What follows belongs to an exercise in optimizing a design on an open flow for small area and a short achievable clock period; a production flow would make more cautious choices. The RTL was checked by simulation tests, not by an equivalence proof against the original design. The flow treats the clock pin as an ideal source, which a real chip does not have. Power and IR drop assume default switching activity.

`design/flow/design.v`:
```
module Register(s_in, r_in, d_in, s_out, r_out, d_out, clock);
parameter W = 8;
input  [15:0] s_in;
input  [7:0]  r_in;
input  [7:0]  d_in;
input         clock;
output reg [15:0] s_out;
output     [7:0]  r_out;
output reg [7:0]  d_out;
reg [W-1:0] r_q;
always @(posedge clock) begin
  s_out <= s_in;
  r_q   <= r_in[W-1:0];
  d_out <= d_in;
end
generate
  if (W < 8) begin : pad
    assign r_out = {{(8 - W){1'b0}}, r_q};
  end else begin : full
    assign r_out = r_q;
  end
endgenerate
endmodule
module Stage(s_in, r_in, nd, s_out, r_out);
parameter J = 9;
input  [15:0] s_in;
input  [7:0]  r_in;
input  [7:0]  nd;
output [15:0] s_out;
output [7:0]  r_out;
localparam WI = (J - 1 < 8) ? J - 1 : 8;
localparam WO = (J < 8) ? J : 8;
wire [7:0] rin_w = r_in & ((9'd1 << WI) - 9'd1);
wire [8:0] t     = {rin_w, s_in[15]};
wire [7:0] g0 = t[7:0] & nd;
wire [7:0] p0 = t[7:0] | nd;
wire [7:0] g1 = {g0[7] | p0[7] & g0[6], g0[6], g0[5] | p0[5] & g0[4], g0[4],
                 g0[3] | p0[3] & g0[2], g0[2], g0[1] | p0[1] & g0[0], g0[0]};
wire [7:0] p1 = {p0[7] & p0[6], p0[6], p0[5] & p0[4], p0[4],
                 p0[3] & p0[2], p0[2], p0[1] & p0[0], p0[0]};
wire [7:0] g2 = {g1[7] | p1[7] & g1[5], g1[6] | p1[6] & g1[5], g1[5], g1[4],
                 g1[3] | p1[3] & g1[1], g1[2] | p1[2] & g1[1], g1[1], g1[0]};
wire [7:0] p2 = {p1[7] & p1[5], p1[6] & p1[5], p1[5], p1[4],
                 p1[3] & p1[1], p1[2] & p1[1], p1[1], p1[0]};
wire [7:0] g3 = {g2[7:4] | p2[7:4] & {4{g2[3]}}, g2[3:0]};
wire [8:0] c  = {g3, 1'b0};
wire [7:0] x    = nd ^ c[7:0];
wire [7:0] sum  = t[7:0] ^ x;
wire       q    = t[8] | c[8];
wire [7:0] rn   = q ? sum : t[7:0];
assign s_out = {s_in[14:0], q};
assign r_out = rn & ((9'd1 << WO) - 9'd1);
endmodule
module Divider(divisor,dividend,quotient_final,remainder,clock);
input clock;
input [7:0] divisor;
input [15:0] dividend;
output [15:0] quotient_final;
output [22:0] remainder;
wire [15:0] s  [1:15];
wire [7:0]  r  [1:15];
wire [7:0]  d  [1:15];
wire [15:0] sn [1:15];
wire [7:0]  rn [1:15];
reg [15:0] s1;
reg [7:0]  d1;
always @(posedge clock) begin
  s1 <= dividend;
  d1 <= divisor;
end
assign s[1] = s1;
assign r[1] = 8'd0;
assign d[1] = 8'd0 - d1;
wire [15:0] sa;
wire [7:0]  ra;
Stage #(.J(1)) S1 (s[1], r[1], d[1], sa, ra);
Stage #(.J(2)) S2 (sa, ra, d[1], sn[1], rn[1]);
Register #(.W(2)) R2 (sn[1], rn[1], d[1], s[2], r[2], d[2], clock);
genvar k;
generate
  for (k = 2; k <= 14; k = k + 1) begin : st
    Stage #(.J(k + 1)) S (s[k], r[k], d[k], sn[k], rn[k]);
    Register #(.W((k + 1 < 8) ? k + 1 : 8)) R (sn[k], rn[k], d[k], s[k+1], r[k+1], d[k+1], clock);
  end
endgenerate
Stage #(.J(16)) S16 (s[15], r[15], d[15], sn[15], rn[15]);
wire z15 = (d[15] == 8'd0);
reg [15:0] qf;
reg [15:0] rf;
always @(posedge clock) begin
  qf <= sn[15] | {16{z15}};
  rf <= {sn[15][7:0] & {8{z15}}, rn[15]};
end
assign quotient_final = qf;
assign remainder = {7'd0, rf};
endmodule
```
`design/flow/flow/run.sh`:
```
#!/bin/bash
# The standard ORFS layout with these changes:
# - the divider steps 3..16 go to synthesis as sky130 gate netlists, which
#   flow/gen_stage.py writes from design.v (it replaces the Stage module; the
#   registers and everything else stay as in the RTL);
# - synthesis: Yosys's full-adder extraction is off (ADDER_MAP_FILE empty),
#   and ABC maps the remaining logic for delay with flow/abc_speed.script;
# - clock tree: right after TritonCTS, its root buffer (which only drives the
#   two first-level buffers) is removed and each first-level buffer is split
#   in two, so the clock port drives four buffers (flow/rmroot.tcl).
# ORFS's scripts are copied here and only those points differ.
set -euo pipefail
rm -rf scripts_local
cp -r "$FLOW_HOME/scripts" scripts_local
cp flow/abc_speed.script scripts_local/abc_speed.script
cp flow/rmroot.tcl scripts_local/rmroot.tcl
python3 - <<'PY'
p = "scripts_local/cts.tcl"
s = open(p).read()
anchor = "log_cmd clock_tree_synthesis {*}$cts_args\n"
assert anchor in s
s = s.replace(anchor, anchor + "source $::env(SCRIPTS_DIR)/rmroot.tcl\nremove_clock_root\nsplit_clock_level1 4\n")
open(p, "w").write(s)
PY
python3 flow/gen_stage.py design.v > mapped.v 2> gen_stage.log
bash standard.sh ADDER_MAP_FILE= BUFFER_PORTS_ARGS="-buffer_cell sky130_fd_sc_hd__buf_1" SCRIPTS_DIR="$PWD/scripts_local" VERILOG_FILES="$PWD/mapped.v" finish > flow_make.log 2>&1
```
`design/flow/flow/abc_speed.script`:
```
strash
dch
map -D 900
topo
stime -c
buffer -c
upsize -c
dnsize -c
```
`design/flow/flow/gen_stage.py`:
```
#!/usr/bin/env python3
"""Write a gate-level version of the Stage module (sky130hd cells) for the
layout flow. Reads the design (design.v, all modules of the RTL), replaces its
Stage module with one whose steps J >= 3 are sky130 cell netlists, and prints
the result. Steps 1 and 2 keep the RTL's own description.

Each netlist computes what rtl/Stage.v computes: t = {r_in, s_in[15]} (the
r_in bits above J-1 are zero for J <= 8), q = t[8] | carry(t[7:0] + nd),
r_out = q ? t[7:0] + nd : t[7:0], s_out = {s_in[14:0], q}, where the carries
come from a Sklansky prefix tree, q from one AOI gate, and each remainder bit
as t ^ (q & (nd ^ c)).
"""
import re
import os
import sys

MAXFAN = int(os.environ.get('GEN_MAXFAN', '5'))


class Net:
    def __init__(self, b):
        self.b = b
        self.cells = []
        self.wires = []
        self.n = 0
        self.memo = {}

    def wire(self):
        self.n += 1
        w = f"n{self.n}"
        self.wires.append(w)
        return w

    def cell(self, typ, out, **pins):
        self.n += 1
        name = f"g{self.n}"
        self.cells.append([typ, name, dict(pins), out])

    def clone_loaded(self, maxfan):
        """Give each gate output with more than maxfan loads a copy of its
        gate, and move half of the loads to the copy."""
        done = False
        while not done:
            done = True
            loads = {}
            for c in self.cells:
                for pin, net in c[2].items():
                    loads.setdefault(net, []).append((c, pin))
            for c in list(self.cells):
                typ, name, pins, (opin, onet) = c
                ld = loads.get(onet, [])
                if len(ld) <= maxfan or typ.startswith("inv"):
                    continue
                w = self.wire()
                self.n += 1
                self.cells.append([typ, f"g{self.n}", dict(pins), (opin, w)])
                for cc, pin in ld[len(ld) // 2:]:
                    cc[2][pin] = w
                done = False
                break

    def text(self):
        out = []
        for typ, name, pins, o in self.cells:
            conns = ", ".join(f".{p}({v})" for p, v in list(pins.items()) + [o])
            out.append(f"sky130_fd_sc_hd__{typ} {name} ({conns});")
        return out

    def gate(self, typ, outpin, **pins):
        w = self.wire()
        self.cell(typ, (outpin, w), **pins)
        return w


class Step:
    """Signals are keyed by name; avail[name] maps polarity (True = true
    value) to a net."""

    def __init__(self, J):
        self.J = J
        self.m = min(J, 8)
        self.N = Net(J)
        self.avail = {}

    def t(self, i):
        return "s_in[15]" if i == 0 else f"r_in[{i - 1}]"

    def nd(self, i):
        return f"nd[{i}]"

    def get(self, key, pol):
        a = self.avail.setdefault(key, {})
        if pol in a:
            return a[pol]
        if key[0] in "gp" and len(key) == 2:
            # bit generate / propagate straight from the flops
            kind, i = key
            if kind == "g":
                a[pol] = self.N.gate("and2_1" if pol else "nand2_1", "X" if pol else "Y",
                                     A=self.t(i), B=self.nd(i))
            else:
                a[pol] = self.N.gate("or2_1" if pol else "nor2_1", "X" if pol else "Y",
                                     A=self.t(i), B=self.nd(i))
            return a[pol]
        self.build(key)
        if pol in a:
            return a[pol]
        a[pol] = self.N.gate("inv_1", "Y", A=a[not pol])
        return a[pol]

    def has(self, key):
        return key in self.avail and self.avail[key]

    @staticmethod
    def split(i, j):
        h = (i ^ j).bit_length() - 1
        return (i >> h) << h

    def G(self, i, j):
        return ("G", i, j) if i != j else ("g", i)

    def P(self, i, j):
        return ("P", i, j) if i != j else ("p", i)

    def pref_pol(self, key):
        """The polarity a signal is (or will be) built in."""
        if len(key) == 2:
            return None
        if not self.has(key):
            self.build(key)
        a = self.avail[key]
        return next(iter(a))

    def build(self, key):
        kind, i, j = key
        mid = self.split(i, j)
        hi_g, hi_p, lo_g = self.G(i, mid), self.P(i, mid), self.G(mid - 1, j)
        if kind == "G":
            lp = self.pref_pol(lo_g)
            if lp is None:
                lp = False
            if lp is False:
                # inverted inputs: G = !((Ph' | Gl') & Gh')
                out = self.N.gate("o21ai_1", "Y", A1=self.get(hi_p, False),
                                  A2=self.get(lo_g, False), B1=self.get(hi_g, False))
                self.avail.setdefault(key, {})[True] = out
            else:
                out = self.N.gate("a21oi_1", "Y", A1=self.get(hi_p, True),
                                  A2=self.get(lo_g, True), B1=self.get(hi_g, True))
                self.avail.setdefault(key, {})[False] = out
        else:
            lo_p = self.P(mid - 1, j)
            lp = self.pref_pol(lo_p)
            hp = self.pref_pol(hi_p)
            pol = lp if lp is not None else (hp if hp is not None else False)
            if pol is False:
                out = self.N.gate("nor2_1", "Y", A=self.get(hi_p, False), B=self.get(lo_p, False))
                self.avail.setdefault(key, {})[True] = out
            else:
                out = self.N.gate("nand2_1", "Y", A=self.get(hi_p, True), B=self.get(lo_p, True))
                self.avail.setdefault(key, {})[False] = out

    def carry(self, i):
        """Carry into bit i of t[7:0] + nd (carry in 0), as a key."""
        return self.G(i - 1, 0)

    def emit(self):
        J, m, N = self.J, self.m, self.N
        # q
        if J >= 9:
            mid = self.split(7, 0)
            t8n = N.gate("inv_1", "Y", A="r_in[7]")
            q = N.gate("o211ai_2", "Y", A1=self.get(self.P(7, mid), False),
                       A2=self.get(self.G(mid - 1, 0), False),
                       B1=self.get(self.G(7, mid), False), C1=t8n)
        elif m == 8:
            q = self.get(self.G(7, 0), True)
        else:
            ups = [self.nd(i) for i in range(m, 8)]
            if len(ups) == 1:
                upn = N.gate("inv_1", "Y", A=ups[0])
            elif len(ups) <= 4:
                typ = {2: "nand2_1", 3: "nand3_1", 4: "nand4_1"}[len(ups)]
                upn = N.gate(typ, "Y", **dict(zip("ABCD", ups)))
            else:
                a = N.gate("and3_1", "X", A=ups[0], B=ups[1], C=ups[2])
                rest = [a] + ups[3:]
                typ = {2: "nand2_1", 3: "nand3_1", 4: "nand4_1"}[len(rest)]
                upn = N.gate(typ, "Y", **dict(zip("ABCD", rest)))
            q = N.gate("nor2_2", "Y", A=upn, B=self.get(self.G(m - 1, 0), False))
        lines = []
        # remainder bits: t ^ (q & (nd ^ c))
        for i in range(m):
            if i == 0:
                y = self.nd(0)
            else:
                c = self.carry(i)
                cp = self.pref_pol(c)
                if cp is None:
                    cp = False
                cn = self.get(c, cp)
                y = N.gate("xor2_1" if cp else "xnor2_1", "X" if cp else "Y", A=self.nd(i), B=cn)
            nn = N.gate("nand2_1", "Y", A=q, B=y)
            N.cell("xnor2_1", ("Y", f"r_out[{i}]"), A=self.t(i), B=nn)
        for i in range(m, 8):
            lines.append(f"assign r_out[{i}] = 1'b0;")
        lines.append(f"assign s_out = {{s_in[14:0], {q}}};")
        N.clone_loaded(MAXFAN)
        body = [f"wire {w};" for w in N.wires] + N.text() + lines
        return body


def stage_module(rtl_stage):
    out = ["module Stage(s_in, r_in, nd, s_out, r_out);",
           "parameter J = 9;",
           "input  [15:0] s_in;", "input  [7:0]  r_in;", "input  [7:0]  nd;",
           "output [15:0] s_out;", "output [7:0]  r_out;",
           "generate"]
    first = True
    for J in range(3, 17):
        out.append(f"{'if' if first else 'end else if'} (J == {J}) begin : j{J}")
        first = False
        out += ["  " + l for l in Step(J).emit()]
    out.append("end else begin : rtl")
    out.append(f"  Stage_rtl #(.J(J)) u (s_in, r_in, nd, s_out, r_out);")
    out.append("end")
    out.append("endgenerate")
    out.append("endmodule")
    rtl = re.sub(r"\bmodule\s+Stage\b", "module Stage_rtl", rtl_stage, count=1)
    return rtl + "\n" + "\n".join(out) + "\n"


def main():
    src = open(sys.argv[1]).read()
    m = re.search(r"\bmodule\s+Stage\b.*?\bendmodule\b", src, re.S)
    assert m, "no Stage module"
    rest = src[:m.start()] + src[m.end():]
    sys.stdout.write(rest + "\n" + stage_module(m.group(0)))


if __name__ == "__main__":
    main()
```
`design/flow/flow/rmroot.tcl`:
```
# remove the CTS root buffer: connect the clock port net straight to its loads
proc remove_clock_root {} {
  set block [ord::get_db_block]
  set cnet [$block findNet clock]
  set roots {}
  foreach it [$cnet getITerms] {
    set inst [$it getInst]
    if {[[$it getMTerm] getIoType] eq "INPUT"} { lappend roots $inst }
  }
  puts "clock port loads: [llength $roots]"
  foreach inst $roots {
    set onet ""
    foreach it [$inst getITerms] {
      if {[[$it getMTerm] getIoType] eq "OUTPUT"} { set onet [$it getNet] }
    }
    set sinks {}
    foreach it [$onet getITerms] {
      if {[[$it getMTerm] getIoType] eq "INPUT"} { lappend sinks $it }
    }
    puts "root [$inst getName] drives [llength $sinks]"
    foreach it $sinks { $it disconnect; $it connect $cnet }
    odb::dbInst_destroy $inst
    odb::dbNet_destroy $onet
  }
}

# split each buffer the clock port drives into two, each driving the half of
# its loads on one side, while the port drives at most max_loads pins
proc split_clock_level1 {max_loads} {
  set block [ord::get_db_block]
  set cnet [$block findNet clock]
  set bufs {}
  foreach it [$cnet getITerms] { lappend bufs [$it getInst] }
  set n [llength $bufs]
  foreach inst $bufs {
    if {$n >= $max_loads} { break }
    set master [$inst getMaster]
    set onet ""; set ain ""; set xout ""
    foreach it [$inst getITerms] {
      set io [[$it getMTerm] getIoType]
      if {$io eq "OUTPUT"} { set onet [$it getNet]; set xout [$it getMTerm] }
      if {$io eq "INPUT"} { set ain [$it getMTerm] }
    }
    set sinks {}
    foreach it [$onet getITerms] {
      if {[[$it getMTerm] getIoType] eq "INPUT"} {
        set bb [[$it getInst] getBBox]
        lappend sinks [list $it [expr {([$bb xMin]+[$bb xMax])/2}] [expr {([$bb yMin]+[$bb yMax])/2}]]
      }
    }
    if {[llength $sinks] < 2} { continue }
    set xs [lmap s $sinks {lindex $s 1}]; set ys [lmap s $sinks {lindex $s 2}]
    set dx [expr {[tcl::mathfunc::max {*}$xs] - [tcl::mathfunc::min {*}$xs]}]
    set dy [expr {[tcl::mathfunc::max {*}$ys] - [tcl::mathfunc::min {*}$ys]}]
    set k [expr {$dx >= $dy ? 1 : 2}]
    set sorted [lsort -integer -index $k $sinks]
    set h [expr {[llength $sorted] / 2}]
    set g1 [lrange $sorted 0 [expr {$h-1}]]
    set g2 [lrange $sorted $h end]
    set name "[$inst getName]_split"
    set ni [odb::dbInst_create $block $master $name]
    set nn [odb::dbNet_create $block "${name}_net"]
    $nn setSigType CLOCK
    [$ni findITerm [$ain getName]] connect $cnet
    [$ni findITerm [$xout getName]] connect $nn
    foreach s $g2 { set it [lindex $s 0]; $it disconnect; $it connect $nn }
    foreach {grp ii} [list $g1 $inst $g2 $ni] {
      set cx 0; set cy 0
      foreach s $grp { set cx [expr {$cx + [lindex $s 1]}]; set cy [expr {$cy + [lindex $s 2]}] }
      set cx [expr {$cx / [llength $grp]}]; set cy [expr {$cy / [llength $grp]}]
      $ii setLocation $cx $cy
      $ii setPlacementStatus PLACED
    }
    incr n
    puts "split [$inst getName]: [llength $g1] + [llength $g2]"
  }
}
```
`design/flow/standard.sh`:
```
#!/bin/bash
# synth_recipe.tcl (not shown) runs the flow's synth.tcl, then flattens the netlist and writes it again
# the make line also repeats each setting of config.mk as NAME=value (left out here)
make -C /OpenROAD-flow-scripts/flow DESIGN_CONFIG=/design/flow/config.mk WORK_HOME=/design/flow/orfs CLKGATE_MAP_FILE= SYNTH_SCRIPT=/design/flow/synth_recipe.tcl "${@:-finish}"
```
`design/flow/config.mk`:
```
export PLATFORM = sky130hd
export DESIGN_NAME = Divider
export DESIGN_NICKNAME = Divider
export VERILOG_FILES = /design/flow/design.v
export SDC_FILE = /design/flow/constraint.sdc
export NUM_CORES = 4
export LEC_CHECK = 0
export CAP_MARGIN = 20
export CORE_MARGIN = 2
export CORE_UTILIZATION = 60
export CTS_BUF_LIST = sky130_fd_sc_hd__clkbuf_16
export CTS_CLUSTER_DIAMETER = 100
export CTS_CLUSTER_SIZE = 30
export PLACE_DENSITY = 0.75
export SETUP_SLACK_MARGIN = 1.45
export SLEW_MARGIN = 20
```
`design/flow/constraint.sdc`:
```
create_clock -name core_clock -period 3.0 [get_ports {clock}]
set_input_delay 0.6000 -clock core_clock [delete_from_list [all_inputs] [get_ports {clock}]]
set_output_delay 0.6000 -clock core_clock [all_outputs]
set_load 0.01 [all_outputs]
```
==> results of run 1 <==
-- flip-flops by register name, summed over array words and instances, names as in the netlist, 8 cells and up --
| register | count |
|---|---|
| st.R.s_out | 208 |
| st.R.d_out | 104 |
| R2.s_out | 16 |
| d1 | 8 |
| R2.d_out | 8 |
| qf | 16 |
| rf | 16 |
| st.R.r_q | 89 |
| s1 | 16 |
-- cell usage after synthesis --
| cell type | count |
|---|---|
| nor3_1 | 1 |
| o211ai_2 | 16 |
| nor3_4 | 1 |
| buf_4 | 7 |
| a21boi_2 | 1 |
| and3_1 | 1 |
| nor2_2 | 8 |
| o211ai_1 | 1 |
| nand2_1 | 232 |
| conb_1 | 1 |
| nand2_2 | 3 |
| inv_1 | 56 |
| o21ai_1 | 92 |
| o31ai_4 | 1 |
| xnor2_1 | 137 |
| xor2_1 | 47 |
| or2_1 | 24 |
| nor4_1 | 2 |
| nand4_1 | 1 |
| nand4_4 | 1 |
| nor2_1 | 141 |
| clkbuf_1 | 2 |
| a21oi_1 | 57 |
| and2_1 | 25 |
| nand3_1 | 3 |
| dfxtp_1 | 483 |
-- path summary, 6_finish.rpt --
check | end | slack [ns]
worst max-delay path | st[13].R.r_q[5] | 1.46
worst min-delay path | st[11].R.s_out[5] | 0.33
worst max register to register | st[13].R.r_q[5] | 1.46
worst min register to register | st[11].R.s_out[5] | 0.33
-- stage by stage --
step / area, µm² / worst slack [ns] / hold WS (ns) / cells / total power [mW]
5_1_grt: 16300 / 1.38 / 0.322 / 1766 / 16.8
3_5_place_dp: 15000 / 1.27 / 0.312 / 1716 / 12.1
2_1_floorplan: 14400 / 1.59 / 0.310 / 1350 / 11.4
3_3_place_gp: 15000 / 1.27 / 0.310 / 1716 / 12.0
6_report: 16300 / 1.46 / 0.326 / 1766 / 15.8
4_1_cts: 15700 / 1.45 / 0.328 / 1753 / 15.4
-- area by class of cell --
| type | instances | area, µm² | share of cell area |
|---|---|---|---|
| Sequential cell | 483 | 9730 | 0.596 |
| Clock inverter | 2 | 46.3 | 0.00284 |
| Timing Repair Buffer | 82 | 405 | 0.0248 |
| Multi-Input combinational cell | 803 | 5010 | 0.307 |
| Buffer | 2 | 50.0 | 0.00307 |
| Inverter | 56 | 210 | 0.0129 |
| Tap cell | 319 | 399 | 0.0244 |
-- routing by layer --
layer	track usage	routed length, µm	vias up
met4	0.0607	733	0
li1	-	-	4403
met2	0.308	11100	136
met1	0.157	8300	3769
met3	0.0321	726	53
met5	0	0	-
-- cells by family (layout without fill, tap and decap cells) --
kind of cell              after synthesis  after routing
DFF                                   483            483
and+or+nand+nor                       443            444
xor gates and xnor gates              184            184
AOI/OAI and AO/OA                     168            168
buffers and inverters                  65            161
other                                   1              7
-- power by group --
group / internal (mW) / switching [mW] / total (mW)
Clock: 1.30 / 1.77 / 3.07
Sequential: 7.55 / 0.719 / 8.27
Combinational: 2.06 / 2.44 / 4.50
-- timing repair --
item | in CTS | in global routing
cloned | 0 | 1
buffers inserted | 14 | 12
gates resized for setup | 20 | 152
setup endpoints to repair | 107 | 114
pin swaps | 14 | 24
==> notes.md, run 1 <==
- Fin crit share: 0.512
- Sequential share of the synthesized area: 0.672
- # diodes: 0
- Register-to-Register Path Depth: 7
- Slowest-stage cell, CP: dfxtp_1
- Unrepaired setup endpoints after global routing: true
- GRT Total Usage: 0.155
- Fmax: 651 MHz
- Crit path DAT: 1.77 ns
- Synth Area in Adders: 0
- Post-DR vias/cell: 4.73
- Inserted Clock Buffers: 20
- Starting Density: 0.612
- Setup-failing EPs final: 0
- Detailed placement HPWL: between 10 and 15 mm
- Worst-Skew Late Latency: 0.34 ns
- Via Count: roughly 8,400
- Hold Crit Start: st[10].R.s_out[4]
- Area growth from synthesis to layout: 13.4%
- Clock-pin slew on the worst setup and hold paths: 0.11 ns
- Post-synth cell types: 26
- Kind of critical path: register to register
- Clock sink count: 483
- Initial DRC count: approximately 390
- Post-Syn Area per Cell: 10.7 µm²
- Hold depth: 0
- Full die area: 25,300 µm²
- XOR/XNOR Fraction of Synth Area: 0.112
- Share of the synthesized area in the top cell type: 0.672
- Pwr/cell area: 970 nW/µm²
- CTS tree: yes
- Commonest non-fill, non-tap cell in the layout: dfxtp_1
- Max stage delay on crit path: 0.35 ns
- CP Data Required Time: 3.23 ns
- R2R Path Start: st[12].R.r_q[2]
- Core area: 23,500 µm²
- CP Launch Point: st[12].R.r_q[2]
- Commonest non-fill, non-tap cells in the layout: dfxtp_1, nand2_1, xnor2_1
- Max-slew headroom: 0.633
- Remaining DRCs: 0
- IO Port Bufs: 56
- Max Slew Vio Count: 0
- Core Util, Final: 0.694
- Setup Skew: 0.0301 ns
- Status: finished clean
- CP top delay family: simple AND/OR/NAND/NOR gates
- Nets@finish: roughly 1,500
- Vias in the first global route: 7,753
- Routed len/inst: 11.8 µm
- Die H: 159 µm
- Synth area leader: dfxtp_1
- Post-Synth Simple-Gate Area: 0.129
- Initial antenna violation count: 0
- Crit Path Max Fanout: 3
- Synth area leaders: dfxtp_1, xnor2_1, nand2_1
- # rows: 56
- Hold buffer count at CTS: 0
- Bufs and invs on worst path: 0
- Synth Area in Compound Gates: 0.0685
- YS warnings: 8
- Hold crit path type: register to register
- Final setup TNS: 0 ns
- CP cell instances: nor2_1, nor2_2, a21oi_2, o21ai_1, xor2_1, nand2_1, xnor2_1
- Synthesized cell area: around 14,000 µm²
- Worst-margin pin slew: approximately 0.55 ns
- Drt pass-1 iters: 4
- Seq cells post-synth: 483
- Largest net degree at the start of global routing: 31
- LEAKAGE: 6.72 nW
- GP Congestion: 0.792
- Largest family of logic cells by synthesized area: simple AND/OR/NAND/NOR gates
- DRT antenna net count: 0
- Total grt overflow: 0
- Critical Path Stages: 7
- Gate Count Post-Synth: 1,344
- I/O pin total: 64
- Final hold violations: 0
- Tmin final: 1.54 ns
- Global-route wire length before repair: around 33 mm
- Mux cell area share after synthesis: 0
- Max Cap Viol: 0
- CP endpoint kind: register
- WL final: 20.9 mm
- Startpoint Class: register
- # fillers: 1,715
- Share of cells above drive strength 1: 0.154
- DIE WIDTH: 159 µm
- VDD IR-drop max: around 0.65 mV
==> inputs of run 2 (changes only) <==
--- a/design/flow/flow/gen_stage.py
+++ b/design/flow/flow/gen_stage.py
@@ -15,5 +15,5 @@
 import sys
 
-MAXFAN = int(os.environ.get('GEN_MAXFAN', '5'))
+MAXFAN = int(os.environ.get('GEN_MAXFAN', '4'))
 
 
--- a/design/flow/config.mk
+++ b/design/flow/config.mk
@@ -10,5 +10,5 @@
 export CORE_UTILIZATION = 60
 export CTS_BUF_LIST = sky130_fd_sc_hd__clkbuf_16
-export CTS_CLUSTER_DIAMETER = 100
+export CTS_CLUSTER_DIAMETER = 60
 export CTS_CLUSTER_SIZE = 30
 export PLACE_DENSITY = 0.75
==> run 2 against run 1 <==
Synthesized area about the same. Clock skew down 0.0057 ns. Worst hold slack worse by 0.013 ns. Wire length down 2.4%. Sequential cell count unchanged. Still clean on timing, DRC and antenna. Clock power up 33%. Via count about the same. Setup slack better by 0.036 ns. Largest cell class unchanged. Combinational power down 4%. Sequential power about the same. Power up 5.2%. Final area up 2.0%.
==> notes.md, run 2 <==
- Max Slew Vio Count: 0
- Status: finished clean
- Initial antenna violation count: 0
- Overall Power: about 17 mW
- Synth area leader: dfxtp_1
- Clock-pin slew on the worst setup and hold paths: about 0.10 ns
- I/O pin total: 64
- DRT antenna net count: 0
- Worst-Skew Late Latency: 0.35 ns
- Hold depth: 0
- Commonest non-fill, non-tap cell in the layout: dfxtp_1
- Clock sink count: about 480
- Seq. cell area: 9730 µm²
- Register-to-Register Path Depth: 7
- GP Congestion: 0.854
- Die H: 159 µm
- R2R Path Start: st[11].R.d_out[1]
- Tmin final: 1.50 ns
- Remaining DRCs: 0
- Psw: 5.16 mW
- Inserted Clock Buffers: 25
- Post-synth EDFFs: 0
- Hold Crit Start: st[11].R.s_out[4]
- Crit Path Max Fanout: 4
- Gate Count Post-Synth: 1,345
- YS warnings: 8
- Initial DRC count: 413
- Synth area leaders: dfxtp_1, xnor2_1, nand2_1
- Max stage delay on crit path: 0.40 ns
- Routed len/inst: ~11 µm
- Hold crit path type: register to register
- Seq cells post-synth: 483
- Vias in the first global route: ~7,700
- Hold buffer count at CTS: 0
- Setup Skew: 0.0244 ns
- Kind of critical path: register to register
- Clock power share: 0.245
- Post-synth top flop: dfxtp_1
- Slowest-stage cell, CP: dfxtp_1
- CP Launch Point: st[11].R.d_out[1]
- Footprint of the multi-input gates: 5010 µm²
- # rows: 56
- Unrepaired setup endpoints after global routing: true
- Synthesized cell area: 14,400 µm²
- Full die area: 25,300 µm²
- Share of cells above drive strength 1: 0.165
- Sw Ratio: 0.310
- Area growth from synthesis to layout: 15.6%
- Combinational share of power: 0.259
- Reg power frac: 0.496
- CP cell instances: nor2_2, o21ai_4, a21oi_2, o21ai_2, xor2_1, nand2_1, xnor2_1
- Total grt overflow: 0
- LEAKAGE: 6.90 nW
- Commonest non-fill, non-tap cells in the layout: dfxtp_1, nand2_1, xnor2_1
- Count leader, synth: dfxtp_1
- Max Cap Viol: 0
- DIE WIDTH: 159 µm
- Largest net degree at the start of global routing: 31
- CP top delay family: compound AO/OA/AOI/OAI gates
- Post-synth cell types: 26
- # diodes: 0
- IO Port Bufs: 56
- Largest register FFs: 208
- Final hold violations: 0
- Bufs and invs on worst path: 0
- Startpoint Class: register
- VDD IR-drop max: about 0.57 mV
- Sequential share of the synthesized area: 0.671
- Global-route wire length before repair: approximately 33 mm
- CP Data Required Time: 3.24 ns
- Top Registers: st.R.s_out: 208 flops, st.R.d_out: 104 flops, st.R.r_q: 89 flops
- Fin crit share: 0.500
- WL final: just over 20 mm
- Via Count: between 8,000 and 9,000
- Post-DR vias/cell: 4.69
- Nets@finish: 1,472
- GRT Total Usage: 0.155
- # fillers: approximately 1,700
- Share of the synthesized area in the top cell type: 0.671
- Drt pass-1 iters: 6
- Critical Path Stages: 7
- Final setup TNS: 0 ns
- CP endpoint kind: register
- Post-Syn Area per Cell: 10.7 µm²
- Fmax: 667 MHz
- Most instantiated cells after synthesis: dfxtp_1, nand2_1, nor2_1, xnor2_1, o21ai_1
- Core area: approximately 24,000 µm²
- CTS tree: yes
- Async set-reset flop share out of synthesis: 0
- Largest Register: st.R.s_out
- Detailed placement HPWL: 13.6 mm
- Internal Pwr Total: between 10 and 15 mW
- Crit path DAT: 1.74 ns
- Pwr/cell area: 1000 nW/µm²
- Starting Density: 0.612
- Setup-failing EPs final: 0
[run 2: logic make-up after synthesis]
group	count (synthesis)	synth area share
flip-flops	483	0.671
other	1	0.000260
XOR/XNOR	184	0.112
AO/OA/AOI/OAI	168	0.0684
AND/OR/NAND/NOR	444	0.129
buffers and inverters	65	0.0188
[run 2: area by class of cell]
class / instances / area share
Buffer: 2 / 0.00301
Clock inverter: 19 / 0.0174
Inverter: 56 / 0.0126
Multi-Input combinational cell: 803 / 0.301
Sequential cell: 483 / 0.584
Tap cell: 319 / 0.0240
Timing Repair Buffer: 77 / 0.0221
[run 2: metal layers]
metal  global-route usage  vias up  wire length, µm
met5                    0        -                0
met4               0.0612        0              707
met3               0.0359       58              718
met2                0.306      127            10900
met1                0.156     3742             8050
li1                     -     4427                -
[run 2: through the flow]
step | std cells | cell area, µm² | utilization | setup WS [ns] | hold WS [ns]
after global placement | 1717 | 15000 | 0.636 | 1.28 | 0.309
after global routing | 1783 | 16700 | 0.707 | 1.40 | 0.328
after CTS | 1769 | 16100 | 0.683 | 1.44 | 0.320
final | 1783 | 16700 | 0.707 | 1.50 | 0.313
after floorplan | 1351 | 14400 | - | 1.62 | 0.310
after detailed placement | 1717 | 15000 | 0.636 | 1.21 | 0.312
[run 2: worst paths after layout]
path,endpoint,slack [ns]
worst max register to register,st[12].R.r_q[7],1.50
worst min-delay path,st[12].R.s_out[5],0.31
worst min register to register,st[12].R.s_out[5],0.31
worst max-delay path,st[12].R.r_q[7],1.50
[run 2: power by group through the flow]
stage                     sequential [mW]  combinational [mW]  clock, mW
final                                8.26                4.32       4.08
after global routing                 8.40                4.79       4.45
after CTS                            8.23                3.90       4.21
after detailed placement             8.38                3.76          0
after global placement               8.35                3.62          0
after floorplan                      8.27                3.09          0
[run 2: repair_timing]
item | 4_1_cts | 5_1_grt
cloned | 0 | 0
resized for setup | 27 | 145
pin swaps | 10 | 42
endpoints found under the setup margin | 105 | 101
setup buffers | 7 | 14
==> inputs of run 3 (changes only) <==
--- a/design/flow/config.mk
+++ b/design/flow/config.mk
@@ -10,6 +10,6 @@
 export CORE_UTILIZATION = 60
 export CTS_BUF_LIST = sky130_fd_sc_hd__clkbuf_16
-export CTS_CLUSTER_DIAMETER = 60
-export CTS_CLUSTER_SIZE = 30
+export CTS_CLUSTER_DIAMETER = 80
+export CTS_CLUSTER_SIZE = 25
 export PLACE_DENSITY = 0.75
 export SETUP_SLACK_MARGIN = 1.45
==> run 3 against run 2 <==
Clock power decreased by 21%. Highest routed layer unchanged. Setup slack got worse by 0.0071 ns. Wire length decreased by 2.0%. Sequential cell count unchanged. Maximum frequency decreased by 0.47%. Critical endpoint is now st[4].R.r_q[1]. Utilization decreased by 1.7 points.
==> notes.md, run 3 <==
- Fmax: 664 MHz
- CP top delay family: compound AO/OA/AOI/OAI gates
- Bufs and invs on worst path: 1
- Initial DRC count: roughly 360
- Psw: ~4.8 mW
- Synth Area in Compound Gates: 0.0684
- R2R Path Start: st[3].R.s_out[15]
- Hold endpoint: st[7].R.s_out[15]
- CP Data Required Time: 3.23 ns
- Post-Syn Area per Cell: between 10 and 15 µm²
- DIE WIDTH: 159 µm
- Full die area: around 25,000 µm²
- Commonest non-fill, non-tap cell in the layout: dfxtp_1
- Reg2reg end: st[4].R.r_q[1]
- XOR/XNOR Fraction of Synth Area: 0.112
- Combinational share of power: 0.274
- Synthesized cell area: 14,400 µm²
- Core Util, Final: 0.691
- Via Count: 8,257
- Synth area leaders: dfxtp_1, xnor2_1, nand2_1
- Clock power share: 0.204
- WL final: 20.0 mm
- Initial antenna violation count: 0
- Commonest non-fill, non-tap cells in the layout: dfxtp_1, nand2_1, xnor2_1
- Detailed placement HPWL: 13.6 mm
- Post-Synth Simple-Gate Area: 0.129
- Reg power frac: 0.522
- Hold crit path type: register to register
- Sequential share of the synthesized area: 0.671
- CP endpoint kind: register
- Count leader, synth: dfxtp_1
- Slowest-stage cell, CP: dfxtp_2
- Largest net degree at the start of global routing: 26
- Tmin final: 1.51 ns
- Nets@finish: approximately 1,500
- Top Registers: st.R.s_out: 208 flops, st.R.d_out: 104 flops, st.R.r_q: 89 flops
- Final hold violations: 0
- Post-DR vias/cell: 4.69
- IO Port Bufs: 56
- I/O pin total: 64
- # fillers: 1,727
- # rows: 56
- Max Cap Viol: 0
- Global-route wire length before repair: around 33 mm
- Sw Ratio: 0.305
- Seq cells post-synth: 483
- # diodes: 0
- Total grt overflow: 0
- Max Slew Vio Count: 0
- Crit path DAT: between 1.5 and 2 ns
- Hold Crit Start: st[6].R.s_out[14]
- Register-to-Register Path Depth: 8
- Fin crit share: 0.502
- Area growth from synthesis to layout: 12.9%
- Final setup TNS: 0 ns
- Drt pass-1 iters: 6
- Setup Skew: 0.0157 ns
- Hold buffer count at CTS: 0
- VDD IR-drop max: 0.656 mV
- Status: finished clean
- Largest register FFs: 208
- Kind of critical path: register to register
- Core area: 23,500 µm²
- Mux cell area share after synthesis: 0
- Vias in the first global route: a little under 8,000
- Share of cells above drive strength 1: 0.143
- Post-synth cell types: 26
- CTS tree: yes
- Synth area leader: dfxtp_1
- Largest family of logic cells by synthesized area: simple AND/OR/NAND/NOR gates
- Reg2Reg Setup Slack: 1.49 ns
- Async set-reset flop share out of synthesis: 0
- LEAKAGE: about 6.7 nW
- Share of the synthesized area in the top cell type: 0.671
- Pwr/cell area: 971 nW/µm²
- Internal Pwr Total: 11.0 mW
- CP cell instances: nand2_1, o21ai_2, a21oi_2, o21ai_1, inv_2, nor2_4, nand2_1, xnor2_1
- Overall Power: roughly 16 mW
- Largest Register: st.R.s_out
- Inserted Clock Buffers: 23
- GP Congestion: 0.854
- GRT Total Usage: 0.153
- Hold depth: 0
- Routed len/inst: 11.3 µm
- Max stage delay on crit path: 0.34 ns
- Critical Path Most Common Cell: nand2_1
- Clock-pin slew on the worst setup and hold paths: 0.10 ns
- Most instantiated cells after synthesis: dfxtp_1, nand2_1, nor2_1, xnor2_1, o21ai_1
- Gate Count Post-Synth: 1,345
- Remaining DRCs: 0
- DRT antenna net count: 0
- Starting Density: 0.612
- Post-synth EDFFs: 0
- Unrepaired setup endpoints after global routing: false
- Die H: 159 µm
- Post-synth top flop: dfxtp_1
- Startpoint Class: register
- Crit Path Max Fanout: 3
- Setup-failing EPs final: 0
- Clock sink count: ~480
- YS warnings: 8
- Synth Area in Adders: 0
- Worst-Skew Late Latency: 0.33 ns
==> run 3: cell counts after synthesis <==
No cell type changed its count.
==> run 3: layout make-up <==
type                            instances  area [µm²]  share of cell area
Tap cell                              319         399              0.0245
Clock inverter                          2        21.3             0.00131
Timing Repair Buffer                   74         345              0.0212
Buffer                                  2        50.0             0.00308
Inverter                               56         210              0.0129
Sequential cell                       483        9710               0.597
Multi-Input combinational cell        803        4970               0.306
==> run 3: logic make-up after synthesis <==
| logic type | after synthesis |
|---|---|
| AOI/OAI and AO/OA | 168 |
| and+or+nand+nor | 444 |
| buffers and inverters | 65 |
| DFF | 483 |
| other | 1 |
| xor gates and xnor gates | 184 |
==> run 3: power groups by stage <==
stage	registers [mW]	logic [mW]	clock network (mW)
2_1_floorplan	8.27	3.09	0
3_3_place_gp	8.35	3.62	0
3_5_place_dp	8.38	3.76	0
4_1_cts	8.23	3.86	3.31
5_1_grt	8.39	4.79	3.56
6_report	8.25	4.32	3.22
==> run 3: repair_timing <==
item                                    in CTS  in global routing
endpoints found under the setup margin     100                 99
pin swaps                                   11                 35
resized for setup                           25                129
setup buffers                                5                 13
==> run 3: routing by layer <==
layer,GRT usage,vias to the layer above,share of wire,wire length [µm]
met2,0.310,130,0.54,10700
met5,0,-,0,0
met1,0.151,3686,0.40,8030
met4,0.0558,0,0.030,606
met3,0.0336,46,0.032,645
li1,-,4395,-,-
==> run 3: worst max-delay path by stage <==
stage / startpoint / endpoint / slack (ns) / cells past startpoint
6_report: st[3].R.s_out[15] / st[4].R.r_q[1] / 1.49 / 8
5_1_grt: st[9].R.s_out[15] / st[10].R.r_q[5] / 1.41 / 7
3_3_place_gp: st[4].R.d_out[0] / st[5].R.r_q[0] / 1.28 / 8
2_1_floorplan: st[5].R.d_out[1] / st[6].R.r_q[3] / 1.62 / 8
4_1_cts: st[4].R.s_out[15] / st[5].R.r_q[2] / 1.44 / 8
3_5_place_dp: st[4].R.d_out[1] / st[5].R.r_q[2] / 1.21 / 8
==> run 3: worst reg2reg max path, cell delays in order, from the launching register on <==
cell	delay, ns
dfxtp_2	0.34
nand2_1	0.09
o21ai_2	0.21
a21oi_2	0.10
o21ai_1	0.19
inv_2	0.09
nor2_4	0.18
nand2_1	0.10
xnor2_1	0.13
==> run 3: through the flow <==
| stage | hold WS, ns | worst slack, ns | cell area [µm²] | std cells |
|---|---|---|---|---|
| after floorplan | 0.310 | 1.62 | 14400 | 1351 |
| after global placement | 0.309 | 1.28 | 15000 | 1717 |
| after detailed placement | 0.312 | 1.21 | 15000 | 1717 |
| after CTS | 0.329 | 1.44 | 15700 | 1748 |
| after global routing | 0.331 | 1.41 | 16300 | 1761 |
| final | 0.323 | 1.49 | 16300 | 1761 |
==> inputs of run 4 (changes only) <==
--- a/design/flow/flow/gen_stage.py
+++ b/design/flow/flow/gen_stage.py
@@ -16,4 +16,5 @@
 
 MAXFAN = int(os.environ.get('GEN_MAXFAN', '4'))
+MUXFROM = int(os.environ.get('GEN_MUXFROM', '5'))
 
 
@@ -190,5 +191,6 @@
             q = N.gate("nor2_2", "Y", A=upn, B=self.get(self.G(m - 1, 0), False))
         lines = []
-        # remainder bits: t ^ (q & (nd ^ c))
+        # remainder bits: t ^ (q & (nd ^ c)), or q ? t ^ nd ^ c : t for the
+        # bits whose carry comes last
         for i in range(m):
             if i == 0:
@@ -200,4 +202,10 @@
                     cp = False
                 cn = self.get(c, cp)
+                if i >= MUXFROM:
+                    # late carry: q ? t ^ nd ^ c : t
+                    x = N.gate("xor2_1", "X", A=self.t(i), B=self.nd(i))
+                    sm = N.gate("xor2_1" if cp else "xnor2_1", "X" if cp else "Y", A=x, B=cn)
+                    N.cell("mux2_1", ("X", f"r_out[{i}]"), A0=self.t(i), A1=sm, S=q)
+                    continue
                 y = N.gate("xor2_1" if cp else "xnor2_1", "X" if cp else "Y", A=self.nd(i), B=cn)
             nn = N.gate("nand2_1", "Y", A=q, B=y)
==> design/flow/config.mk (replaced) <==
export PLATFORM = sky130hd
export DESIGN_NAME = Divider
export DESIGN_NICKNAME = Divider
export VERILOG_FILES = /design/flow/design.v
export SDC_FILE = /design/flow/constraint.sdc
export NUM_CORES = 4
export LEC_CHECK = 0
export CAP_MARGIN = 20
export CORE_MARGIN = 2
export CORE_UTILIZATION = 40
export CTS_BUF_LIST = sky130_fd_sc_hd__clkbuf_16
export CTS_CLUSTER_DIAMETER = 100
export CTS_CLUSTER_SIZE = 30
export SETUP_SLACK_MARGIN = 1.55
export SLEW_MARGIN = 20
==> run 4 against run 3 <==
Via count is 6.3% higher. Final area is 13% higher. Die area is 51% higher. Still clean. Setup slack worse by 0.0049 ns. Synthesized cell count stayed put. Global-route usage is 4.2 points lower.
==> notes.md, run 4 <==
- Status: finished clean
- Hold crit path type: register to register
- Setup Skew: 0.0245 ns
- Design area: 18,400 µm²
- Post-synth top flop: dfxtp_1
- Sequential share of the synthesized area: 0.661
- Drt pass-1 iters: 6
- Area growth from synthesis to layout: 26.0%
- Die H: roughly 200 µm
- Largest Register: st.R.s_out
- Commonest non-fill, non-tap cell in the layout: dfxtp_1
- # rows: 70
- Kind of critical path: register to register
- Post-Synth Simple-Gate Area: 0.120
- Crit Path Max Fanout: 4
- Max Cap Viol: 0
- GRT Total Usage: 0.111
- Post-synth EDFFs: 0
- Largest net degree at the start of global routing: 31
- Share of the synthesized area in the top cell type: 0.661
- Synthesized cell area: 14,600 µm²
- Inserted Clock Buffers: 20
- Grt met2 use: 0.225
- Core Util, Final: 0.507
- Total grt overflow: 0
- Starting Density: 0.403
- Seq cells post-synth: 483
- Synth area leaders: dfxtp_1, xnor2_1, nand2_1
- CP endpoint kind: register
- Vias in the first global route: around 8,000
- Initial antenna violation count: 0
- Fin crit share: 0.504
- YS warnings: 8
- Top Registers: st.R.s_out: 208 flops, st.R.d_out: 104 flops, st.R.r_q: 89 flops
- Global-route wire length before repair: 35.2 mm
- Synth Area in Compound Gates: 0.0674
- DRT antenna net count: 0
- CP Launch Point: st[14].R.d_out[1]
- XOR/XNOR Fraction of Synth Area: 0.110
- Routed len/inst: 10.9 µm
- Synth area leader: dfxtp_1
- # diodes: 0
- Pwr/cell area: between 900 and 1000 nW/µm²
- Clock-pin slew on the worst setup and hold paths: 0.11 ns
- Placed cell area: 15,400 µm²
- Final setup TNS: 0 ns
- Overall Power: 17.6 mW
- DIE WIDTH: 195 µm
- Full die area: 38,100 µm²
- Clock sink count: 483
- VDD IR-drop max: 0.414 mV
- Setup-failing EPs final: 0
- CTS tree: yes
- Commonest non-fill, non-tap cells in the layout: dfxtp_1, nand2_1, dfxtp_2
- I/O pin total: 64
- Post-DR vias/cell: 4.40
- GP Congestion: 0.808
- Crit path DAT: 1.76 ns
- Share of cells above drive strength 1: 0.362
- Worst-Skew Late Latency: 0.34 ns
- Tmin final: 1.51 ns
- Post-synth cell types: 27
- Count leader, synth: dfxtp_1
- Gate Count Post-Synth: roughly 1,300
- Max Slew Vio Count: 0
- GRT busiest layer: met2
- Largest family of logic cells by synthesized area: simple AND/OR/NAND/NOR gates
- Final hold violations: 0
- Unrepaired setup endpoints after global routing: true
- Synth Area in Adders: 0
- GRT met3 Usage: 0.0200
- LEAKAGE: 7.57 nW
- IO Port Bufs: 56
- Met1 Use GR: 0.104
- R2R Path Start: st[14].R.d_out[1]
- Detailed placement HPWL: 13.6 mm
- Via Count: slightly below 9,000
- Remaining DRCs: 0
- Startpoint Class: register
- Async set-reset flop share out of synthesis: 0
- Largest register FFs: 208
- CP Data Required Time: 3.25 ns
- Nets@finish: 1,553
- Fmax: about 660 MHz
- Mux cell area share after synthesis: 0.0231
- Most instantiated cells after synthesis: dfxtp_1, nand2_1, nor2_1, xnor2_1, o21ai_1
- Initial DRC count: 243
- Post-Syn Area per Cell: 10.9 µm²
- Core area: 36,300 µm²
- WL final: 21.9 mm
- Hold Crit Start: st[2].R.s_out[14]
-- run 4: kinds of logic (layout without fill, tap and decap cells) --
logic type             after synthesis  in the layout
AND/OR/NAND/NOR                    414            415
XOR/XNOR                           184            184
other                                1              7
AO/OA/AOI/OAI                      168            168
multiplexers                        30             30
buffers and inverters               65            242
flip-flops                         483            483
-- run 4: worst paths after layout --
kind | to | slack [ns] | depth (start not counted)
setup reg to reg | rf[6] | 1.49 | 7
hold / removal | st[3].R.s_out[15] | 0.32 | 0
setup / recovery | rf[6] | 1.49 | 7
hold reg to reg | st[3].R.s_out[15] | 0.32 | 0
-- run 4: report_power, final --
group	internal (mW)	switching, mW
logic	3.12	2.86
registers	7.66	0.815
clock network	1.36	1.82
-- run 4: what timing repair did --
| item | in CTS | in global routing |
|---|---|---|
| setup endpoints to repair | 121 | 131 |
| gates cloned | 1 | 0 |
| resized for setup | 313 | 194 |
| pin swaps | 61 | 97 |
| setup buffers | 68 | 38 |
| hold buffers | 0 | 0 |
-- run 4: critical path: stages, from the launching register on --
cell and delay, ns:
dfxtp_4 0.39, nor2_4 0.13, o21ai_4 0.08, buf_6 0.13, a21oi_4 0.21, o21ai_2 0.09, xor2_1 0.14, mux2_4 0.25
-- run 4: area by class of cell --
cell class              instances  area, µm²
inverters                      56        210
fillers                      3111      17900
flip-flops and latches        483       9950
repair buffers                162       1090
well taps                     468        586
multi-input cells             804       6010
clock inverters                 2       32.5
plain buffers                   2       50.0
-- run 4: layer usage --
| layer | vias up | part of all wire |
|---|---|---|
| met4 | 0 | 0.037 |
| li1 | 4600 | - |
| met5 | - | 0 |
| met1 | 4022 | 0.38 |
| met2 | 100 | 0.56 |
| met3 | 55 | 0.029 |
-- run 4: metrics by stage --
| step | cells | hold WS, ns | setup slack, ns |
|---|---|---|---|
| floorplan | 1351 | 0.310 | 1.54 |
| global placement | 1866 | 0.310 | 1.28 |
| detailed placement | 1866 | 0.312 | 1.28 |
| CTS | 1959 | 0.319 | 1.48 |
| global route | 1997 | 0.313 | 1.42 |
| finish | 1997 | 0.317 | 1.49 |
==> inputs of run 5 (changes only) <==
--- a/design/flow/flow/gen_stage.py
+++ b/design/flow/flow/gen_stage.py
@@ -16,5 +16,5 @@
 
 MAXFAN = int(os.environ.get('GEN_MAXFAN', '4'))
-MUXFROM = int(os.environ.get('GEN_MUXFROM', '5'))
+CSEL = int(os.environ.get('GEN_CSEL', '5'))
 
 
@@ -162,4 +162,22 @@
                 self.avail.setdefault(key, {})[False] = out
 
+    def gp(self, i):
+        """G(i..4) | P(i..4), the carry out of bits i..4 with a carry in."""
+        if i == 4:
+            return ("p", 4)
+        key = ("GP", i, 4)
+        if key not in self.avail:
+            hi_g, hi_p, lo = self.G(i, 5), self.P(i, 5), ("p", 4)
+            hp = self.pref_pol(hi_g)
+            if hp is None or hp is False:
+                out = self.N.gate("o21ai_1", "Y", A1=self.get(hi_p, False),
+                                  A2=self.get(lo, False), B1=self.get(hi_g, False))
+                self.avail.setdefault(key, {})[True] = out
+            else:
+                out = self.N.gate("a21oi_1", "Y", A1=self.get(hi_p, True),
+                                  A2=self.get(lo, True), B1=self.get(hi_g, True))
+                self.avail.setdefault(key, {})[False] = out
+        return key
+
     def carry(self, i):
         """Carry into bit i of t[7:0] + nd (carry in 0), as a key."""
@@ -191,10 +209,30 @@
             q = N.gate("nor2_2", "Y", A=upn, B=self.get(self.G(m - 1, 0), False))
         lines = []
-        # remainder bits: t ^ (q & (nd ^ c)), or q ? t ^ nd ^ c : t for the
-        # bits whose carry comes last
+        # remainder bits: t ^ (q & (nd ^ c))
         for i in range(m):
             if i == 0:
                 y = self.nd(0)
             else:
+                if m == 8 and i >= CSEL:
+                    # carry select on c4: y = c4 ? nd ^ (G|P)(i-1..4) : nd ^ G(i-1..4)
+                    g = self.G(i - 1, 4)
+                    gp = self.gp(i - 1)
+                    gpol = self.pref_pol(g)
+                    gpol = False if gpol is None else gpol
+                    y0 = N.gate("xor2_1" if gpol else "xnor2_1", "X" if gpol else "Y",
+                                A=self.nd(i), B=self.get(g, gpol))
+                    ppol = self.pref_pol(gp)
+                    ppol = True if ppol is None else ppol
+                    y1 = N.gate("xor2_1" if ppol else "xnor2_1", "X" if ppol else "Y",
+                                A=self.nd(i), B=self.get(gp, ppol))
+                    c4 = self.G(3, 0)
+                    c4p = self.pref_pol(c4)
+                    if c4p:
+                        y = N.gate("mux2_1", "X", A0=y0, A1=y1, S=self.get(c4, True))
+                    else:
+                        y = N.gate("mux2_1", "X", A0=y1, A1=y0, S=self.get(c4, False))
+                    nn = N.gate("nand2_1", "Y", A=q, B=y)
+                    N.cell("xnor2_1", ("Y", f"r_out[{i}]"), A=self.t(i), B=nn)
+                    continue
                 c = self.carry(i)
                 cp = self.pref_pol(c)
@@ -202,10 +240,4 @@
                     cp = False
                 cn = self.get(c, cp)
-                if i >= MUXFROM:
-                    # late carry: q ? t ^ nd ^ c : t
-                    x = N.gate("xor2_1", "X", A=self.t(i), B=self.nd(i))
-                    sm = N.gate("xor2_1" if cp else "xnor2_1", "X" if cp else "Y", A=x, B=cn)
-                    N.cell("mux2_1", ("X", f"r_out[{i}]"), A0=self.t(i), A1=sm, S=q)
-                    continue
                 y = N.gate("xor2_1" if cp else "xnor2_1", "X" if cp else "Y", A=self.nd(i), B=cn)
             nn = N.gate("nand2_1", "Y", A=q, B=y)
--- a/design/flow/config.mk
+++ b/design/flow/config.mk
@@ -8,8 +8,9 @@
 export CAP_MARGIN = 20
 export CORE_MARGIN = 2
-export CORE_UTILIZATION = 40
+export CORE_UTILIZATION = 55
 export CTS_BUF_LIST = sky130_fd_sc_hd__clkbuf_16
 export CTS_CLUSTER_DIAMETER = 100
 export CTS_CLUSTER_SIZE = 30
+export PLACE_DENSITY = 0.7
 export SETUP_SLACK_MARGIN = 1.55
 export SLEW_MARGIN = 20
==> run 5 against run 4 <==
Maximum frequency increased by 1.6%. Critical path type unchanged. Setup slack better by 0.023 ns. Register-to-register slack better by 0.02 ns.
==> notes.md, run 5 <==
- Pre-CTS setup slack: 1.28 ns
- Vias in the first global route: about 8,400
- Overall Power: 18.3 mW
- Hold crit path type: register to register
- Pwr/cell area: just under 1000 nW/µm²
- Core area: 26,700 µm²
- Hold Crit Start: st[2].R.s_out[12]
- # rows: 60
- CP top delay family: flip-flops
- Hold buffer count at CTS: 0
- Final hold violations: 0
- I/O pin total: 64
- Count leader, synth: dfxtp_1
- Post-synth top flop: dfxtp_1
- Initial DRC count: ~370
- Clock sink count: slightly below 500
- Crit Path Max Fanout: 4
- Post-synth cell types: 27
- Bufs and invs on worst path: 1
- CTS tree: yes
- Most instantiated cells after synthesis: dfxtp_1, nand2_1, xnor2_1, nor2_1, o21ai_1
- Full die area: about 28,000 µm²
- CP endpoint kind: register
- Clock-pin slew on the worst setup and hold paths: 0.11 ns
- Seq cells post-synth: between 400 and 500
- Crit path DAT: 1.72 ns
- Initial antenna violation count: 0
- Setup-failing EPs final: 0
- Fin crit share: 0.496
- Via Count: 9,059
- Global-route wire length before repair: 37.3 mm
- IO Port Bufs: 56
- PnR worst setup slack: 1.51 ns
- Synth area leader: dfxtp_1
- Detailed placement HPWL: 14.8 mm
- Worst-Skew Late Latency: 0.34 ns
- CP cell instances: nand2_1, o21ai_4, buf_4, a21oi_1, xnor2_1, nand2_1, xnor2_1
- Startpoint Class: register
- Share of cells above drive strength 1: 0.385
- Sequential share of the synthesized area: 0.651
- Starting Density: 0.556
- Post-DR vias/cell: 4.83
- WL final: 25.6 mm
- Commonest non-fill, non-tap cells in the layout: dfxtp_1, nand2_1, xnor2_1
- Hold depth: 0
- Die H: 168 µm
- VDD IR-drop max: a little over 0.6 mV
- Commonest non-fill, non-tap cell in the layout: dfxtp_1
- Register-to-Register Path Depth: 7
- Status: finished clean
- Kind of critical path: register to register
- GRT Total Usage: 0.159
- Inserted Clock Buffers: 20
- Reg2Reg Setup Slack: 1.51 ns
- Routed len/inst: 13.7 µm
- Post-synth EDFFs: 0
- Remaining DRCs: 0
- Post-Syn Area per Cell: 10.8 µm²
- Area growth from synthesis to layout: 27.0%
- Async set-reset flop share out of synthesis: 0
- Max Cap Viol: 0
- Gate Count Post-Synth: 1,372
- DIE WIDTH: 168 µm
- Largest net degree at the start of global routing: 31
- Max Slew Vio Count: 0
- Top Registers: st.R.s_out: 208 flops, st.R.d_out: 104 flops, st.R.r_q: 89 flops
- Total grt overflow: 0
- Slowest-stage cell, CP: dfxtp_4
- Largest Register: st.R.s_out
- Fmax: approximately 670 MHz
- Unrepaired setup endpoints after global routing: true
- Final setup TNS: 0 ns
- Synthesized cell area: 14,900 µm²
- Synth area leaders: dfxtp_1, xnor2_1, nand2_1
- Largest register FFs: between 200 and 250
- Max stage delay on crit path: between 0.3 and 0.4 ns
- Drt pass-1 iters: 6
- Setup Skew: 0.0300 ns
- GP Congestion: 0.801
- R2R Path Start: st[9].R.d_out[1]
- LEAKAGE: ~7.5 nW
- Share of the synthesized area in the top cell type: 0.651
- Nets@finish: 1,561
- Tmin final: between 1 and 1.5 ns
- DRT antenna net count: 0
- Hold endpoint: st[3].R.s_out[13]
- # diodes: 0
- CP Data Required Time: roughly 3.2 ns
- YS warnings: 8
- Reg2reg end: st[10].R.r_q[3]
## run 5: kinds of logic after synthesis
| group | synth area share |
|---|---|
| buffers and inverters | 0.0136 |
| AND/OR/NAND/NOR | 0.127 |
| other | 0.000252 |
| AO/OA/AOI/OAI | 0.0633 |
| XOR/XNOR | 0.124 |
| flip-flops | 0.651 |
| multiplexers | 0.0205 |
## run 5: worst max path at each step
stage	slack, ns	end	depth (start not counted)	start
after floorplan	1.55	rf[7]	7	st[14].R.d_out[5]
after global placement	1.26	st[8].R.r_q[0]	6	st[7].R.d_out[0]
after detailed placement	1.28	st[8].R.r_q[3]	6	st[7].R.d_out[1]
after CTS	1.51	rf[8]	3	st[14].R.d_out[1]
after global routing	1.43	st[10].R.r_q[3]	7	st[9].R.d_out[1]
final	1.51	st[10].R.r_q[3]	7	st[9].R.d_out[1]
## run 5: per-layer routing
layer  vias up  wire (µm)  GRT usage
met5         -          0          0
li1       4659          -          -
met4         0       1000     0.0772
met2       165      13900      0.302
met1      4162       9970      0.167
met3        73        784     0.0334
## run 5: area by class of cell
type                       count  area (µm²)
sequential                   483       10000
fill                        1773        7870
inverter                      38         143
tap                          341         427
timing repair buffer         143         931
clock inverter                 2        46.3
multi-input combinational    849        6760
buffer                         2        50.0
## run 5: report_power, final
part / total, mW / leakage [nW] / internal, mW / switching [mW]
logic: 6.60 / 3.16 / 3.27 / 3.33
clock network: 3.10 / 0.277 / 1.31 / 1.80
registers: 8.63 / 4.06 / 7.68 / 0.949
total: 18.3 / 7.50 / 12.3 / 6.07
## run 5: metrics by stage
stage / area, µm² / utilization / hold slack (ns) / instances
after detailed placement: 15500 / 0.578 / 0.312 / 1766
final: 18900 / 0.706 / 0.323 / 1877
after CTS: 17000 / 0.635 / 0.320 / 1825
after global routing: 18900 / 0.706 / 0.316 / 1877
after global placement: 15500 / 0.578 / 0.310 / 1766
after floorplan: 14900 / - / 0.310 / 1378
## run 5: timing repair
action                                  CTS  global route
pin swaps                                44           152
endpoints found under the setup margin  125           137
gates resized for setup                 213           443
gates cloned                              0             1
setup buffers                            36            51
==> inputs of run 6 (changes only) <==
--- a/design/flow/flow/gen_stage.py
+++ b/design/flow/flow/gen_stage.py
@@ -16,5 +16,4 @@
 
 MAXFAN = int(os.environ.get('GEN_MAXFAN', '4'))
-CSEL = int(os.environ.get('GEN_CSEL', '5'))
 
 
@@ -162,22 +161,4 @@
                 self.avail.setdefault(key, {})[False] = out
 
-    def gp(self, i):
-        """G(i..4) | P(i..4), the carry out of bits i..4 with a carry in."""
-        if i == 4:
-            return ("p", 4)
-        key = ("GP", i, 4)
-        if key not in self.avail:
-            hi_g, hi_p, lo = self.G(i, 5), self.P(i, 5), ("p", 4)
-            hp = self.pref_pol(hi_g)
-            if hp is None or hp is False:
-                out = self.N.gate("o21ai_1", "Y", A1=self.get(hi_p, False),
-                                  A2=self.get(lo, False), B1=self.get(hi_g, False))
-                self.avail.setdefault(key, {})[True] = out
-            else:
-                out = self.N.gate("a21oi_1", "Y", A1=self.get(hi_p, True),
-                                  A2=self.get(lo, True), B1=self.get(hi_g, True))
-                self.avail.setdefault(key, {})[False] = out
-        return key
-
     def carry(self, i):
         """Carry into bit i of t[7:0] + nd (carry in 0), as a key."""
@@ -196,16 +177,41 @@
             q = self.get(self.G(7, 0), True)
         else:
+            # q = Pup & G(m-1..0) with Pup = &nd[7:m], as one a32oi gate
+            # giving ~q: ~q = !(Pup & Ph & Gl | Pup & Gh)
             ups = [self.nd(i) for i in range(m, 8)]
             if len(ups) == 1:
-                upn = N.gate("inv_1", "Y", A=ups[0])
+                up = ups[0]
             elif len(ups) <= 4:
-                typ = {2: "nand2_1", 3: "nand3_1", 4: "nand4_1"}[len(ups)]
-                upn = N.gate(typ, "Y", **dict(zip("ABCD", ups)))
+                typ = {2: "and2_1", 3: "and3_1", 4: "and4_1"}[len(ups)]
+                up = N.gate(typ, "X", **dict(zip("ABCD", ups)))
             else:
                 a = N.gate("and3_1", "X", A=ups[0], B=ups[1], C=ups[2])
                 rest = [a] + ups[3:]
-                typ = {2: "nand2_1", 3: "nand3_1", 4: "nand4_1"}[len(rest)]
-                upn = N.gate(typ, "Y", **dict(zip("ABCD", rest)))
-            q = N.gate("nor2_2", "Y", A=upn, B=self.get(self.G(m - 1, 0), False))
+                typ = {2: "and2_1", 3: "and3_1"}[len(rest)]
+                up = N.gate(typ, "X", **dict(zip("ABCD", rest)))
+            mid = self.split(m - 1, 0)
+            qn = N.gate("a32oi_1", "Y", A1=up, A2=self.get(self.P(m - 1, mid), True),
+                        A3=self.get(self.G(mid - 1, 0), True), B1=up,
+                        B2=self.get(self.G(m - 1, mid), True))
+            q = N.gate("inv_1", "Y", A=qn)
+            lines = []
+            # remainder bits: t ^ (q & y), with q & y = nor(~q, ~y)
+            for i in range(m):
+                if i == 0:
+                    nn = N.gate("and2b_1", "X", A_N=qn, B=self.nd(0))
+                else:
+                    c = self.carry(i)
+                    cp = self.pref_pol(c)
+                    if cp is None:
+                        cp = False
+                    cn = self.get(c, cp)
+                    yn = N.gate("xnor2_1" if cp else "xor2_1", "Y" if cp else "X", A=self.nd(i), B=cn)
+                    nn = N.gate("nor2_1", "Y", A=qn, B=yn)
+                N.cell("xor2_1", ("X", f"r_out[{i}]"), A=self.t(i), B=nn)
+            for i in range(m, 8):
+                lines.append(f"assign r_out[{i}] = 1'b0;")
+            lines.append(f"assign s_out = {{s_in[14:0], {q}}};")
+            N.clone_loaded(MAXFAN)
+            return [f"wire {w};" for w in N.wires] + N.text() + lines
         lines = []
         # remainder bits: t ^ (q & (nd ^ c))
@@ -214,25 +220,4 @@
                 y = self.nd(0)
             else:
-                if m == 8 and i >= CSEL:
-                    # carry select on c4: y = c4 ? nd ^ (G|P)(i-1..4) : nd ^ G(i-1..4)
-                    g = self.G(i - 1, 4)
-                    gp = self.gp(i - 1)
-                    gpol = self.pref_pol(g)
-                    gpol = False if gpol is None else gpol
-                    y0 = N.gate("xor2_1" if gpol else "xnor2_1", "X" if gpol else "Y",
-                                A=self.nd(i), B=self.get(g, gpol))
-                    ppol = self.pref_pol(gp)
-                    ppol = True if ppol is None else ppol
-                    y1 = N.gate("xor2_1" if ppol else "xnor2_1", "X" if ppol else "Y",
-                                A=self.nd(i), B=self.get(gp, ppol))
-                    c4 = self.G(3, 0)
-                    c4p = self.pref_pol(c4)
-                    if c4p:
-                        y = N.gate("mux2_1", "X", A0=y0, A1=y1, S=self.get(c4, True))
-                    else:
-                        y = N.gate("mux2_1", "X", A0=y1, A1=y0, S=self.get(c4, False))
-                    nn = N.gate("nand2_1", "Y", A=q, B=y)
-                    N.cell("xnor2_1", ("Y", f"r_out[{i}]"), A=self.t(i), B=nn)
-                    continue
                 c = self.carry(i)
                 cp = self.pref_pol(c)
--- a/design/flow/config.mk
+++ b/design/flow/config.mk
@@ -8,9 +8,9 @@
 export CAP_MARGIN = 20
 export CORE_MARGIN = 2
-export CORE_UTILIZATION = 55
+export CORE_UTILIZATION = 60
 export CTS_BUF_LIST = sky130_fd_sc_hd__clkbuf_16
 export CTS_CLUSTER_DIAMETER = 100
 export CTS_CLUSTER_SIZE = 30
-export PLACE_DENSITY = 0.7
-export SETUP_SLACK_MARGIN = 1.55
+export PLACE_DENSITY = 0.75
+export SETUP_SLACK_MARGIN = 1.45
 export SLEW_MARGIN = 20
==> run 6 against run 5 <==
Worst hold slack gained 0.0021 ns. Power fell by 13%. Synthesized cell count fell by 2.0%. Clock power is essentially flat. Die area down 11%. Maximum frequency shrank 5.1%. Register-to-register slack worse by 0.08 ns. Sequential cell count did not move. Sequential share of layout area grew 5.8 points. Wire length down 20%.
==> notes.md, run 6 <==
- Status: finished clean
- Drt pass-1 iters: 4
- Setup Skew: 0.0292 ns
- Routed len/inst: 11.6 µm
- Share of cells above drive strength 1: 0.163
- Via Count: 8,379
- Placed cell area: 15,000 µm²
- Placed cells: 1,717
- Post-synth cell types: 28
- Tmin final: about 1.6 ns
- Design area: 16,500 µm²
- Die H: 159 µm
- Area growth from synthesis to layout: 14.2%
- Core area: 23,500 µm²
- Initial antenna violation count: 0
- Top Registers: st.R.s_out: 208 flops, st.R.d_out: 104 flops, st.R.r_q: 89 flops
- Synth area leader: dfxtp_1
- Fin crit share: 0.523
- Inserted Clock Buffers: 20
- Full die area: 25,300 µm²
- Async set-reset flop share out of synthesis: 0
- Post-synth top flop: dfxtp_1
- Count leader, synth: dfxtp_1
- Unrepaired setup endpoints after global routing: true
- CTS tree: yes
- Worst-Skew Late Latency: 0.34 ns
- Pwr/cell area: 963 nW/µm²
- Gate Count Post-Synth: 1,345
- Sequential share of the synthesized area: 0.669
- Clock-pin slew on the worst setup and hold paths: between 0.1 and 0.15 ns
- Vias in the first global route: 7,835
- Hold crit path type: register to register
- WL final: 20.5 mm
- Starting Density: 0.614
- DIE WIDTH: 159 µm
- Setup-failing EPs final: 0
- Post-Syn Area per Cell: 10.7 µm²
- Detailed placement HPWL: 13.7 mm
- # rows: 56
- Max Cap Viol: 0
- # diodes: 0
- YS warnings: 8
- Synthesized cell area: 14,500 µm²
- Pre-CTS setup slack: approximately 1.1 ns
- Most instantiated cells after synthesis: dfxtp_1, nand2_1, nor2_1, xnor2_1, o21ai_1
- Largest register FFs: 208
- GRT Total Usage: 0.154
- Global-route wire length before repair: 32.7 mm
- Commonest non-fill, non-tap cells in the layout: dfxtp_1, nand2_1, nor2_1
- PnR worst setup slack: 1.43 ns
- Post-DR vias/cell: 4.74
- IO Port Bufs: 56
- Hold buffer count at CTS: 0
- I/O pin total: between 60 and 70
- LEAKAGE: 6.91 nW
- Share of the synthesized area in the top cell type: 0.669
- GP Congestion: 0.842
- Post-Layout Cell Count: ~1,800
- Seq cells post-synth: 483
- Fmax: 638 MHz
- Post-synth EDFFs: 0
- Nets@finish: 1,475
- Final hold violations: 0
- Synth area leaders: dfxtp_1, xnor2_1, nand2_1
- DRT antenna net count: 0
- Clock sink count: approximately 480
- Total grt overflow: 0
- VDD IR-drop max: 0.555 mV
- Crit Path Max Fanout: 3
- Initial DRC count: 385
- CP Data Required Time: 3.25 ns
- Largest Register: st.R.s_out
- Commonest non-fill, non-tap cell in the layout: dfxtp_1
- Kind of critical path: register to register
- Remaining DRCs: 0
- Largest net degree at the start of global routing: 31
- Max Slew Vio Count: 0
- Crit path DAT: 1.82 ns
- Startpoint Class: register
- CP endpoint kind: register
- Final setup TNS: 0 ns
[run 6: metrics by stage]
stage / utilization / hold WS (ns) / total power [mW]
5_1_grt: 0.701 / 0.326 / 16.8
4_1_cts: 0.676 / 0.318 / 15.5
3_5_place_dp: 0.638 / 0.312 / 12.2
3_3_place_gp: 0.638 / 0.309 / 12.1
2_1_floorplan: - / 0.310 / 11.5
6_report: 0.701 / 0.325 / 15.9
[run 6: where the power goes]
part	internal, mW	total (mW)	switching, mW	leakage [nW]
logic	2.06	4.50	2.44	2.59
clock network	1.31	3.08	1.78	0.277
registers	7.58	8.31	0.721	4.04
[run 6: final cells by class]
| type | count | area, µm² |
|---|---|---|
| buffer | 2 | 50.0 |
| clock inverter | 2 | 46.3 |
| fill | 1666 | 7040 |
| inverter | 60 | 225 |
| multi-input combinational | 799 | 5140 |
| sequential | 483 | 9740 |
| tap | 319 | 399 |
| timing repair buffer | 85 | 428 |
[run 6: final timing paths]
kind         slack, ns                 end  cells after the start                from
max               1.43      st[6].R.r_q[0]                      7      st[5].R.r_q[0]
min reg2reg       0.32  st[11].R.s_out[15]                      0  st[10].R.s_out[14]
max reg2reg       1.43      st[6].R.r_q[0]                      7      st[5].R.r_q[0]
min               0.32  st[11].R.s_out[15]                      0  st[10].R.s_out[14]
[run 6: cell families after synthesis]
logic type / Yosys count / share of synthesized area
DFF: 483 / 0.669
buffers and inverters: 69 / 0.0197
AOI/OAI and AO/OA: 172 / 0.0719
other: 1 / 0.000259
xor gates and xnor gates: 184 / 0.111
and+or+nand+nor: 436 / 0.128
[run 6: worst max-delay path, stage by stage, from the launching register on]
cell and delay (ns):
dfxtp_2 0.36, nor2_4 0.12, o21ai_4 0.07, a21oi_2 0.18
inv_2 0.07, a32oi_2 0.29, and2b_1 0.23, xor2_1 0.14
[run 6: timing repair]
item                       in CTS  in global routing
buffers inserted               16                 13
pin swaps                      19                 46
setup endpoints to repair     103                 93
gates resized for setup        41                152
[run 6: layer usage]
layer  vias up  global-route usage  wire length [µm]
li1       4434                   -                 -
met4         0              0.0471               484
met2       114               0.326             11400
met3        38              0.0313               652
met5         -                   0                 0
met1      3793               0.145              7980
